This is an optimization exercise on Yosys and OpenROAD, whose aim is small area, a short achievable clock period and few clock cycles, not a production implementation. Where RTL was checked, it was by simulation tests only, not by an equivalence proof against the original.

==> inputs of 12-22 <==
==> flow/design.v <==
module SD(
    clk,
    rst_n,
    in_valid,
    in,
    out_valid,
    out
    );
input            clk, rst_n, in_valid;
input      [3:0] in;
output reg       out_valid;
output reg [3:0] out;
localparam P_IN  = 2'd0;
localparam P_SLV = 2'd1;
localparam P_OUT = 2'd2;
reg [1:0] phase;
reg [1:0] xo, xs, yo, ys;
wire last_x   = (xo == 2'd2) & (xs == 2'd2);
wire last_y   = (yo == 2'd2) & (ys == 2'd2);
wire first_x  = (xo == 2'd0) & (xs == 2'd0);
wire first_y  = (yo == 2'd0) & (ys == 2'd0);
wire last_in  = in_valid & last_x & last_y;      
wire is_blank = in_valid & (in == 4'd0);
wire [8:0] din;
genvar g, h;
generate
    for (g = 0; g < 9; g = g + 1) begin : g_din
        assign din[g] = in_valid & (in == g + 1);
    end
endgenerate
reg [8:0] colr [0:8];
wire [8:0] col_old = (first_y ? 9'd0 : colr[8]);
integer i;
always @(posedge clk) begin
    colr[0] <= in_valid ? (col_old | din) : colr[8];
    for (i = 1; i < 9; i = i + 1)
        colr[i] <= colr[i-1];
end
reg [8:0] boxm [0:2];
wire box_new = (yo == 2'd0) & (xo == 2'd0);
generate
    for (g = 0; g < 3; g = g + 1) begin : g_box
        always @(posedge clk)
            if (in_valid & (xs == g))
                boxm[g] <= (box_new ? 9'd0 : boxm[g]) | din;
    end
endgenerate
wire [8:0] box_old = box_new ? 9'd0 : boxm[xs];
reg [8:0] rowm;
wire [8:0] row_old = first_x ? 9'd0 : rowm;
always @(posedge clk)
    if (in_valid) rowm <= row_old | din;
reg  [8:0] ex;               
wire [8:0] slot = {ex[7:0], 1'b1} & ~ex;
reg [8:0] cand  [0:8];       
reg [1:0] bxs   [0:8];       
reg [1:0] bxo   [0:8];
reg [8:0] inrow;             
reg [8:0] inband;            
wire [8:0] related;          
wire [8:0] new_cand = ~(col_old | box_old | row_old);
generate
    for (g = 0; g < 9; g = g + 1) begin : g_blank
        wire same_stack = (bxs[g] == xs);
        assign related[g] = inrow[g] | (inband[g] & same_stack) | (same_stack & (bxo[g] == xo));
        always @(posedge clk) begin
            if (slot[g]) begin
                cand[g]   <= new_cand;
                bxs[g]    <= xs;
                bxo[g]    <= xo;
                inrow[g]  <= ~last_x;
                inband[g] <= ~(last_x & (yo == 2'd2));
            end
            else begin
                if (related[g])
                    cand[g] <= cand[g] & ~din;
                if (in_valid & last_x)
                    inrow[g] <= 1'b0;
                if (in_valid & last_x & (yo == 2'd2))
                    inband[g] <= 1'b0;
            end
        end
    end
endgenerate
reg [8:0] rel [0:8];
generate
    for (g = 1; g < 9; g = g + 1) begin : g_rel
        always @(posedge clk)
            if (slot[g]) rel[g] <= related & ((9'd1 << g) - 9'd1);
    end
endgenerate
reg  [8:0] val [0:8];        
reg  [9:0] cur;              
reg        retry;            
wire [8:0] below;
assign below[0] = |cur[9:1];
generate
    for (g = 1; g < 9; g = g + 1) begin : g_below
        assign below[g] = below[g-1] & ~cur[g];
    end
endgenerate
wire [8:0] viol;
wire [8:0] jmp;
generate
    for (g = 0; g < 9; g = g + 1) begin : g_viol
        assign viol[g] = below[g] & ~|(val[g] & cand[g]);
        if (g == 0) begin : g0
            assign jmp[g] = viol[g];
        end else begin : gn
            assign jmp[g] = viol[g] & ~|viol[g-1:0];
        end
    end
endgenerate
wire any_viol = |viol;
reg  [8:0] cand_c;
reg  [8:0] rel_c;
reg  [8:0] val_c;
always @(*) begin
    cand_c = 9'd0;
    rel_c  = 9'd0;
    val_c  = (cur[9] ? val[0] : 9'd0);
    for (i = 0; i < 9; i = i + 1) begin
        cand_c = cand_c | ({9{cur[i]}} & cand[i]);
        rel_c  = rel_c  | ({9{cur[i]}} & (i == 0 ? 9'd0 : rel[i]));
        val_c  = val_c  | ({9{cur[i]}} & val[i]);
    end
end
reg [8:0] used;
always @(*) begin
    used = 9'd0;
    for (i = 0; i < 8; i = i + 1)
        used = used | ({9{rel_c[i]}} & val[i]);
end
wire [8:0] above;
assign above[0] = ~retry;
generate
    for (g = 1; g < 9; g = g + 1) begin : g_above
        assign above[g] = ~retry | (|val_c[g-1:0]);
    end
endgenerate
wire [8:0] avail = cand_c & ~used & above;
wire [8:0] pick;              
assign pick[0] = avail[0];
generate
    for (g = 1; g < 9; g = g + 1) begin : g_pick
        assign pick[g] = avail[g] & ~|avail[g-1:0];
    end
endgenerate
wire found = |avail;
wire can_step = |(cur[8:0] & ex);
always @(posedge clk or negedge rst_n) begin
    if (!rst_n) begin
        cur   <= 10'd1;
        retry <= 1'b0;
    end
    else if (phase == P_OUT) begin
        cur   <= cur[9] ? 10'd1 : {cur[8:0], 1'b0};
        retry <= 1'b0;
    end
    else if (any_viol) begin
        cur   <= {1'b0, jmp};
        retry <= 1'b1;
    end
    else if (phase == P_SLV & cur[9]) begin
        cur   <= 10'd2;
        retry <= 1'b0;
    end
    else if (can_step) begin
        cur   <= found ? {cur[8:0], 1'b0} : {1'b0, cur[9:1]};
        retry <= ~found;
    end
end
generate
    for (g = 0; g < 9; g = g + 1) begin : g_val
        always @(posedge clk)
            if (cur[g] & (phase != P_OUT))
                val[g] <= pick;
    end
endgenerate
wire done = (phase == P_SLV) & cur[9] & ~any_viol;
always @(posedge clk or negedge rst_n)
    if (!rst_n) ex <= 9'd0;
    else if (done) ex <= 9'd0;
    else if (is_blank) ex <= ex | slot;
always @(posedge clk or negedge rst_n) begin
    if (!rst_n)
        phase <= P_IN;
    else case (phase)
        P_IN:    if (last_in) phase <= P_SLV;
        P_SLV:   if (done) phase <= P_OUT;
        default: if (cur[9]) phase <= P_IN;
    endcase
end
always @(posedge clk or negedge rst_n) begin
    if (!rst_n) begin
        xo <= 2'd0; xs <= 2'd0; yo <= 2'd0; ys <= 2'd0;
    end
    else if (in_valid) begin
        xo <= (xo == 2'd2) ? 2'd0 : xo + 2'd1;
        if (xo == 2'd2) begin
            xs <= (xs == 2'd2) ? 2'd0 : xs + 2'd1;
            if (xs == 2'd2) begin
                yo <= (yo == 2'd2) ? 2'd0 : yo + 2'd1;
                if (yo == 2'd2)
                    ys <= (ys == 2'd2) ? 2'd0 : ys + 2'd1;
            end
        end
    end
end
wire emit = done | ((phase == P_OUT) & ~cur[9]);
always @(posedge clk or negedge rst_n) begin
    if (!rst_n) begin
        out_valid <= 1'b0;
        out       <= 4'd0;
    end
    else begin
        out_valid <= emit;
        out       <= emit ? {val_c[7] | val_c[8],
                                 val_c[3] | val_c[4] | val_c[5] | val_c[6],
                                 val_c[1] | val_c[2] | val_c[5] | val_c[6],
                                 val_c[0] | val_c[2] | val_c[4] | val_c[6] | val_c[8]} : 4'd0;
    end
end
endmodule
==> flow/flow/run.sh <==
#!/bin/bash
# The standard layout, with two changes to how it is made:
#  - port buffers are buf_2 cells (buffer_ports would otherwise pick a delay cell)
#  - timing repair aims past the target period (the clock period is unchanged)
set -euo pipefail
MARGIN=$(cat flow/margin.txt)
bash standard.sh finish \
  "BUFFER_PORTS_ARGS=-buffer_cell sky130_fd_sc_hd__buf_2" \
  "SETUP_SLACK_MARGIN=${MARGIN}" > standard.log 2>&1
==> flow/flow/margin.txt <==
5.5
==> flow/standard.sh <==
#!/bin/bash
# synth_recipe.tcl (not shown) runs the flow's synth.tcl, then flattens the netlist and writes it again
# the make line also repeats each setting of config.mk as NAME=value (left out here)
make -C /OpenROAD-flow-scripts/flow DESIGN_CONFIG=/design/flow/config.mk WORK_HOME=/design/flow/orfs CLKGATE_MAP_FILE= SYNTH_SCRIPT=/design/flow/synth_recipe.tcl "${@:-finish}"
==> flow/config.mk <==
export PLATFORM = sky130hd
export DESIGN_NAME = SD
export DESIGN_NICKNAME = SD
export VERILOG_FILES = /design/flow/design.v
export SDC_FILE = /design/flow/constraint.sdc
export NUM_CORES = 4
export LEC_CHECK = 0
export ABC_CLOCK_PERIOD_IN_PS = 3000
export CAP_MARGIN = 20
export CORE_MARGIN = 2
export CORE_UTILIZATION = 60
export SLEW_MARGIN = 20
==> flow/constraint.sdc <==
create_clock -name core_clock -period 8.5 [get_ports {clk}]
set_input_delay 1.7000 -clock core_clock [delete_from_list [all_inputs] [get_ports {clk}]]
set_output_delay 1.7000 -clock core_clock [all_outputs]
set_load 0.01 [all_outputs]
==> 03-09 (differences from 12-22) <==
==> flow/design.v, changed modules only <==
module SD(
    clk,
    rst_n,
    in_valid,
    in,
    out_valid,
    out
    );
input            clk, rst_n, in_valid;
input      [3:0] in;
output reg       out_valid;
output reg [3:0] out;
localparam P_IN  = 2'd0;     
localparam P_SLV = 2'd1;     
localparam P_OUT = 2'd2;     
reg  [1:0] phase;
wire       ph_in  = (phase == P_IN);
wire       ph_out = (phase == P_OUT);
reg [1:0] xo, xs, yo, ys;
wire last_x   = (xo == 2'd2) & (xs == 2'd2);
wire last_y   = (yo == 2'd2) & (ys == 2'd2);
wire first_x  = (xo == 2'd0) & (xs == 2'd0);
wire first_y  = (yo == 2'd0) & (ys == 2'd0);
wire last_in  = in_valid & last_x & last_y;      
wire is_blank = in_valid & (in == 4'd0);
wire [8:0] din;
genvar g;
generate
    for (g = 0; g < 9; g = g + 1) begin : g_din
        assign din[g] = (in == g + 1);
    end
endgenerate
reg [8:0] colr [0:8];
wire [8:0] col_old = first_y ? 9'd0 : colr[8];
integer i;
always @(posedge clk) begin
    colr[0] <= col_old | din;
    for (i = 1; i < 9; i = i + 1)
        colr[i] <= colr[i-1];
end
reg [8:0] boxm [0:2];
wire box_new = (yo == 2'd0) & (xo == 2'd0);
generate
    for (g = 0; g < 3; g = g + 1) begin : g_box
        always @(posedge clk)
            if (xs == g)
                boxm[g] <= (box_new ? 9'd0 : boxm[g]) | din;
    end
endgenerate
wire [8:0] box_old = box_new ? 9'd0 : boxm[xs];
reg [8:0] rowm;
wire [8:0] row_old = first_x ? 9'd0 : rowm;
always @(posedge clk)
    rowm <= row_old | din;
reg  [8:0] ex;               
wire [8:0] slot = {ex[7:0], 1'b1} & ~ex;
reg [8:0] cand  [0:8];       
reg [1:0] bxs   [0:8];       
reg [1:0] bxo   [0:8];
reg [8:0] inrow;             
reg [8:0] inband;            
wire [8:0] related;          
wire [8:0] new_cand = ~(col_old | box_old | row_old);
generate
    for (g = 0; g < 9; g = g + 1) begin : g_blank
        wire same_stack = (bxs[g] == xs);
        assign related[g] = inrow[g] | (inband[g] & same_stack) | (same_stack & (bxo[g] == xo));
        always @(posedge clk) begin
            if (slot[g]) begin
                cand[g]   <= new_cand;
                bxs[g]    <= xs;
                bxo[g]    <= xo;
                inrow[g]  <= ~last_x;
                inband[g] <= ~(last_x & (yo == 2'd2));
            end
            else begin
                if (related[g] & ph_in)
                    cand[g] <= cand[g] & ~din;
                if (last_x)
                    inrow[g] <= 1'b0;
                if (last_x & (yo == 2'd2))
                    inband[g] <= 1'b0;
            end
        end
    end
endgenerate
reg [35:0] relt;
generate
    for (g = 1; g < 9; g = g + 1) begin : g_rel
        always @(posedge clk)
            if (slot[g]) relt[g*(g-1)/2 +: g] <= related[g-1:0];
    end
endgenerate
reg  [8:0] val [0:8];        
reg  [9:1] le;
wire [9:0] cur = {le, 1'b1} & ~{1'b0, le};
reg        retry;            
reg        ph_b;             
reg  [8:0] avail_r;          
reg  [8:0] jmp_r;            
wire [8:0] below = le[9:1];
wire [8:0] viol;
wire [8:0] jmp;
generate
    for (g = 0; g < 9; g = g + 1) begin : g_viol
        assign viol[g] = below[g] & ~|(val[g] & cand[g]);
        if (g == 0) begin : g0
            assign jmp[g] = viol[g];
        end else begin : gn
            assign jmp[g] = viol[g] & ~|viol[g-1:0];
        end
    end
endgenerate
wire any_viol = |viol;
wire [8:0] jmp_now = jmp_r & (below | cur[8:0]);
wire       do_jmp  = |jmp_now;
reg  [8:0] cand_c;
reg  [8:0] rel_c;
reg  [8:0] val_c;
always @(*) begin
    cand_c = 9'd0;
    rel_c  = 9'd0;
    val_c  = (cur[9] ? val[0] : 9'd0);
    for (i = 0; i < 9; i = i + 1) begin
        cand_c = cand_c | ({9{cur[i]}} & cand[i]);
        val_c  = val_c  | ({9{cur[i]}} & val[i]);
    end
    for (i = 1; i < 9; i = i + 1)
        rel_c  = rel_c  | ({9{cur[i]}} & ({9'd0, relt} >> (i*(i-1)/2)) & ((9'd1 << i) - 9'd1));
end
reg [8:0] used;
always @(*) begin
    used = 9'd0;
    for (i = 0; i < 8; i = i + 1)
        used = used | ({9{rel_c[i]}} & val[i]);
end
wire [8:0] above;
assign above[0] = ~retry;
generate
    for (g = 1; g < 9; g = g + 1) begin : g_above
        assign above[g] = ~retry | (|val_c[g-1:0]);
    end
endgenerate
wire [8:0] avail = cand_c & ~used & above;
always @(posedge clk)
    avail_r <= avail;
wire [8:0] pick;              
assign pick[0] = avail_r[0];
generate
    for (g = 1; g < 9; g = g + 1) begin : g_pick
        assign pick[g] = avail_r[g] & ~|avail_r[g-1:0];
    end
endgenerate
wire found = |avail_r;
wire can_step = |(cur[8:0] & ex);
wire stepped  = ~ph_out & ~do_jmp & ph_b;
wire done = (phase == P_SLV) & cur[9] & ~any_viol;
wire [9:1] jmp_le;
assign jmp_le[9] = 1'b0;
generate
    for (g = 1; g < 9; g = g + 1) begin : g_jl
        assign jmp_le[g] = |jmp_now[8:g];
    end
endgenerate
always @(posedge clk or negedge rst_n) begin
    if (!rst_n) begin
        le     <= 9'd0;
        retry  <= 1'b0;
        ph_b   <= 1'b0;
        jmp_r  <= 9'd0;
    end
    else begin
        jmp_r  <= ph_out ? 9'd0 : jmp;
        ph_b   <= ~ph_out & ~do_jmp & ~ph_b & can_step;
        if (ph_out) begin
            le    <= le[9] ? 9'd0 : {le[8:1], 1'b1};
            retry <= 1'b0;
        end
        else if (done) begin
            le    <= 9'd1;
            retry <= 1'b0;
        end
        else if (do_jmp) begin
            le    <= jmp_le;
            retry <= 1'b1;
        end
        else if (ph_b) begin
            le    <= found ? {le[8:1], 1'b1} : {1'b0, le[9:2]};
            retry <= ~found;
        end
    end
end
generate
    for (g = 0; g < 9; g = g + 1) begin : g_val
        always @(posedge clk)
            if (cur[g] & stepped)
                val[g] <= pick;
    end
endgenerate
always @(posedge clk or negedge rst_n)
    if (!rst_n) ex <= 9'd0;
    else if (done) ex <= 9'd0;
    else if (is_blank) ex <= ex | slot;
always @(posedge clk or negedge rst_n) begin
    if (!rst_n)
        phase <= P_IN;
    else case (phase)
        P_IN:    if (last_in) phase <= P_SLV;
        P_SLV:   if (done) phase <= P_OUT;
        default: if (cur[9]) phase <= P_IN;
    endcase
end
always @(posedge clk or negedge rst_n) begin
    if (!rst_n) begin
        xo <= 2'd0; xs <= 2'd0; yo <= 2'd0; ys <= 2'd0;
    end
    else if (in_valid) begin
        xo <= (xo == 2'd2) ? 2'd0 : xo + 2'd1;
        if (xo == 2'd2) begin
            xs <= (xs == 2'd2) ? 2'd0 : xs + 2'd1;
            if (xs == 2'd2) begin
                yo <= (yo == 2'd2) ? 2'd0 : yo + 2'd1;
                if (yo == 2'd2)
                    ys <= (ys == 2'd2) ? 2'd0 : ys + 2'd1;
            end
        end
    end
end
wire emit = done | (ph_out & ~cur[9]);
always @(posedge clk or negedge rst_n) begin
    if (!rst_n) begin
        out_valid <= 1'b0;
        out       <= 4'd0;
    end
    else begin
        out_valid <= emit;
        out       <= emit ? {val_c[7] | val_c[8],
                             val_c[3] | val_c[4] | val_c[5] | val_c[6],
                             val_c[1] | val_c[2] | val_c[5] | val_c[6],
                             val_c[0] | val_c[2] | val_c[4] | val_c[6] | val_c[8]} : 4'd0;
    end
end
endmodule
==> flow/flow/margin.txt (replaced) <==
5.8
Settings changed: CTS_BUF_LIST from default to sky130_fd_sc_hd__clkbuf_16, CTS_CLUSTER_DIAMETER from default to 100, CTS_CLUSTER_SIZE from default to 24.
==> 03-25 (differences from 12-22) <==
==> flow/design.v, changed modules only <==
module SD(
    clk,
    rst_n,
    in_valid,
    in,
    out_valid,
    out
    );
input            clk, rst_n, in_valid;
input      [3:0] in;
output reg       out_valid;
output reg [3:0] out;
localparam P_IN  = 2'd0;     
localparam P_SLV = 2'd1;     
localparam P_OUT = 2'd2;     
reg  [1:0] phase;
wire       ph_in  = (phase == P_IN);
wire       ph_out = (phase == P_OUT);
reg [1:0] xo, xs, yo, ys;
wire last_x   = (xo == 2'd2) & (xs == 2'd2);
wire last_y   = (yo == 2'd2) & (ys == 2'd2);
wire first_x  = (xo == 2'd0) & (xs == 2'd0);
wire first_y  = (yo == 2'd0) & (ys == 2'd0);
wire last_in  = in_valid & last_x & last_y;      
wire is_blank = in_valid & (in == 4'd0);
wire [8:0] din;
genvar g;
generate
    for (g = 0; g < 9; g = g + 1) begin : g_din
        assign din[g] = (in == g + 1);
    end
endgenerate
reg [8:0] colr [0:8];
wire [8:0] col_old = first_y ? 9'd0 : colr[8];
integer i;
always @(posedge clk) begin
    colr[0] <= col_old | din;
    for (i = 1; i < 9; i = i + 1)
        colr[i] <= colr[i-1];
end
reg [8:0] boxm [0:2];
wire box_new = (yo == 2'd0) & (xo == 2'd0);
generate
    for (g = 0; g < 3; g = g + 1) begin : g_box
        always @(posedge clk)
            if (xs == g)
                boxm[g] <= (box_new ? 9'd0 : boxm[g]) | din;
    end
endgenerate
wire [8:0] box_old = box_new ? 9'd0 : boxm[xs];
reg [8:0] rowm;
wire [8:0] row_old = first_x ? 9'd0 : rowm;
always @(posedge clk)
    rowm <= row_old | din;
reg  [8:0] ex;               
wire [8:0] slot = {ex[7:0], 1'b1} & ~ex;
reg [8:0] cand  [0:8];       
reg [1:0] bxs   [0:8];       
reg [1:0] bxo   [0:8];
reg [8:0] inrow;             
reg [8:0] inband;            
wire [8:0] related;          
wire [8:0] new_cand = ~(col_old | box_old | row_old);
generate
    for (g = 0; g < 9; g = g + 1) begin : g_blank
        wire same_stack = (bxs[g] == xs);
        assign related[g] = inrow[g] | (inband[g] & same_stack) | (same_stack & (bxo[g] == xo));
        always @(posedge clk) begin
            if (slot[g]) begin
                cand[g]   <= new_cand;
                bxs[g]    <= xs;
                bxo[g]    <= xo;
                inrow[g]  <= ~last_x;
                inband[g] <= ~(last_x & (yo == 2'd2));
            end
            else begin
                if (related[g] & ph_in)
                    cand[g] <= cand[g] & ~din;
                if (last_x)
                    inrow[g] <= 1'b0;
                if (last_x & (yo == 2'd2))
                    inband[g] <= 1'b0;
            end
        end
    end
endgenerate
reg [35:0] relt;
generate
    for (g = 1; g < 9; g = g + 1) begin : g_rel
        always @(posedge clk)
            if (slot[g]) relt[g*(g-1)/2 +: g] <= related[g-1:0];
    end
endgenerate
reg  [8:0] val [0:8];        
reg  [9:0] cur;              
reg        retry;            
reg        fail_r;           
reg  [8:0] jmp_r;            
wire [8:0] below;
assign below[0] = |cur[9:1];
generate
    for (g = 1; g < 9; g = g + 1) begin : g_below
        assign below[g] = below[g-1] & ~cur[g];
    end
endgenerate
wire [8:0] viol;
wire [8:0] jmp;
generate
    for (g = 0; g < 9; g = g + 1) begin : g_viol
        assign viol[g] = below[g] & ~|(val[g] & cand[g]);
        if (g == 0) begin : g0
            assign jmp[g] = viol[g];
        end else begin : gn
            assign jmp[g] = viol[g] & ~|viol[g-1:0];
        end
    end
endgenerate
wire any_viol = |viol;
wire [8:0] jmp_now = jmp_r & (below | cur[8:0]);
wire       do_jmp  = |jmp_now;
reg  [8:0] cand_c;
reg  [8:0] rel_c;
reg  [8:0] val_c;
always @(*) begin
    cand_c = 9'd0;
    rel_c  = 9'd0;
    val_c  = (cur[9] ? val[0] : 9'd0);
    for (i = 0; i < 9; i = i + 1) begin
        cand_c = cand_c | ({9{cur[i]}} & cand[i]);
        val_c  = val_c  | ({9{cur[i]}} & val[i]);
    end
    for (i = 1; i < 9; i = i + 1)
        rel_c  = rel_c  | ({9{cur[i]}} & ({9'd0, relt} >> (i*(i-1)/2)) & ((9'd1 << i) - 9'd1));
end
reg [8:0] used;
always @(*) begin
    used = 9'd0;
    for (i = 0; i < 8; i = i + 1)
        used = used | ({9{rel_c[i]}} & val[i]);
end
wire [8:0] above;
assign above[0] = ~retry;
generate
    for (g = 1; g < 9; g = g + 1) begin : g_above
        assign above[g] = ~retry | (|val_c[g-1:0]);
    end
endgenerate
wire [8:0] avail = cand_c & ~used & above;
wire [8:0] pick;              
assign pick[0] = avail[0];
generate
    for (g = 1; g < 9; g = g + 1) begin : g_pick
        assign pick[g] = avail[g] & ~|avail[g-1:0];
    end
endgenerate
wire found = |avail;
wire can_step = |(cur[8:0] & ex);
wire stepped  = ~ph_out & ~do_jmp & ~fail_r & can_step;
wire done = (phase == P_SLV) & cur[9] & ~fail_r & ~any_viol;
always @(posedge clk or negedge rst_n) begin
    if (!rst_n) begin
        cur    <= 10'd1;
        retry  <= 1'b0;
        fail_r <= 1'b0;
        jmp_r  <= 9'd0;
    end
    else begin
        fail_r <= stepped & ~found;
        jmp_r  <= ph_out ? 9'd0 : jmp;
        if (ph_out) begin
            cur   <= cur[9] ? 10'd1 : {cur[8:0], 1'b0};
            retry <= 1'b0;
        end
        else if (done) begin
            cur   <= 10'd2;
            retry <= 1'b0;
        end
        else if (do_jmp) begin
            cur   <= {1'b0, jmp_now};
            retry <= 1'b1;
        end
        else if (fail_r) begin
            cur   <= {2'b0, cur[9:2]};
            retry <= 1'b1;
        end
        else if (can_step) begin
            cur   <= {cur[8:0], 1'b0};
            retry <= 1'b0;
        end
    end
end
generate
    for (g = 0; g < 9; g = g + 1) begin : g_val
        always @(posedge clk)
            if (cur[g] & stepped)
                val[g] <= pick;
    end
endgenerate
always @(posedge clk or negedge rst_n)
    if (!rst_n) ex <= 9'd0;
    else if (done) ex <= 9'd0;
    else if (is_blank) ex <= ex | slot;
always @(posedge clk or negedge rst_n) begin
    if (!rst_n)
        phase <= P_IN;
    else case (phase)
        P_IN:    if (last_in) phase <= P_SLV;
        P_SLV:   if (done) phase <= P_OUT;
        default: if (cur[9]) phase <= P_IN;
    endcase
end
always @(posedge clk or negedge rst_n) begin
    if (!rst_n) begin
        xo <= 2'd0; xs <= 2'd0; yo <= 2'd0; ys <= 2'd0;
    end
    else if (in_valid) begin
        xo <= (xo == 2'd2) ? 2'd0 : xo + 2'd1;
        if (xo == 2'd2) begin
            xs <= (xs == 2'd2) ? 2'd0 : xs + 2'd1;
            if (xs == 2'd2) begin
                yo <= (yo == 2'd2) ? 2'd0 : yo + 2'd1;
                if (yo == 2'd2)
                    ys <= (ys == 2'd2) ? 2'd0 : ys + 2'd1;
            end
        end
    end
end
wire emit = done | (ph_out & ~cur[9]);
always @(posedge clk or negedge rst_n) begin
    if (!rst_n) begin
        out_valid <= 1'b0;
        out       <= 4'd0;
    end
    else begin
        out_valid <= emit;
        out       <= emit ? {val_c[7] | val_c[8],
                             val_c[3] | val_c[4] | val_c[5] | val_c[6],
                             val_c[1] | val_c[2] | val_c[5] | val_c[6],
                             val_c[0] | val_c[2] | val_c[4] | val_c[6] | val_c[8]} : 4'd0;
    end
end
endmodule
==> flow/flow/margin.txt (replaced) <==
6.0
Settings changed: ABC_AREA from default to 1, ABC_CLOCK_PERIOD_IN_PS 3000 to default, CORE_UTILIZATION 60 to 70, TNS_END_PERCENT from default to 10.
==> reports/metrics.csv <==
metric,value,unit
gpl.final_weighted_congestion,1.07,
grt.total_usage,0.357,
outcome,finished clean,
final.fill_count,2026,
crit_path_cell_trace,clkbuf_16 -> and2_2 -> a221o_1 -> a221o_1 -> a2111o_1 -> o2111ai_1 -> and4bb_4 -> and2_4 -> buf_4 -> a311oi_2 -> nor3_1,
cts-buffers-inserted,40,
path_max_fanout,10,
synth_mux_area_frac,0.00690,
maxClockFrequency,321,MHz
synth.net_count,1355,
relSlewSlack,0.286,
seq_area_frac_synth,0.661,
wl_met2,22800,um
netSwitchingFraction,0.322,
first_pass_iters,10,
hold-path-endpoint,colr[6][2],
worstReg2RegEnd,cur[0],
first_global_vias,11500,
The numbers above come from 12-22.

==> reports/metrics.csv <==
metric,value,unit
outcome,finished clean,
cts-buffers-inserted,21,
hold-path-endpoint,colr[5][3],
relSlewSlack,0.251,
worstReg2RegEnd,le[2],
netSwitchingFraction,0.405,
gpl.final_weighted_congestion,0.999,
seq_area_frac_synth,0.665,
grt.total_usage,0.333,
final.fill_count,2137,
maxClockFrequency,363,MHz
The numbers above come from 03-09.

==> reports/metrics.csv <==
metric,value,unit
outcome,finished clean,
maxClockFrequency,344,MHz
synth.net_count,1726,
wl_met2,26300,um
power.clock.fraction,0.291,
first_global_vias,13500,
seq_area_frac_synth,0.646,
cts-buffers-inserted,40,
path_max_fanout,17,
hold-path-endpoint,colr[7][8],
relSlewSlack,0.283,
grt.total_usage,0.407,
gpl.final_weighted_congestion,0.977,
worstReg2RegEnd,val[8][0],
power_density,317,nW/um^2
netSwitchingFraction,0.338,
first_pass_iters,11,
The numbers above come from 03-25.

Testbench counts of 03-09, summed over its fixed seeds: cycles 28,958.
Testbench counts of 03-25, summed over its fixed seeds: cycles 28,838.
No functional check of the RTL was part of 12-22.

-- port drivers added, routing unchanged --
How much do the figures lean on ideal ports? The routed layouts below were timed once more, with nothing changed but the port constraints.
Step 1, drivers: a clkbuf_16 drives clk and a buf_2 each remaining input, both assumed.
Step 2 adds t to the input delays and takes it off the output delays; t is the mean of the earliest and latest rising clock arrival at the registers after step 1. Input paths then give back, and output paths get back, about the clock's delay inside the block.
Three values: no drivers, after step 1, after step 2; two values: the first two.
run	t (ns)	setup slack, ns	worst hold slack (ns)	clock arrival spread, ns	cell pins on the clock port's net
12-22	0.599	5.389 / 5.389 / 5.064	0.322 / 0.322 / 0.322	0.021 / 0.021	1
03-09	0.593	5.744 / 5.692 / 5.321	0.314 / 0.314 / 0.314	0.035 / 0.035	1
03-25	0.601	5.596 / 5.596 / 5.289	0.327 / 0.327 / 0.327	0.029 / 0.029	1
After both steps every run listed still meets setup and hold. The setup slack of 03-09, which loses most, moves by -0.052 ns with the drivers and by -0.423 ns with both steps.
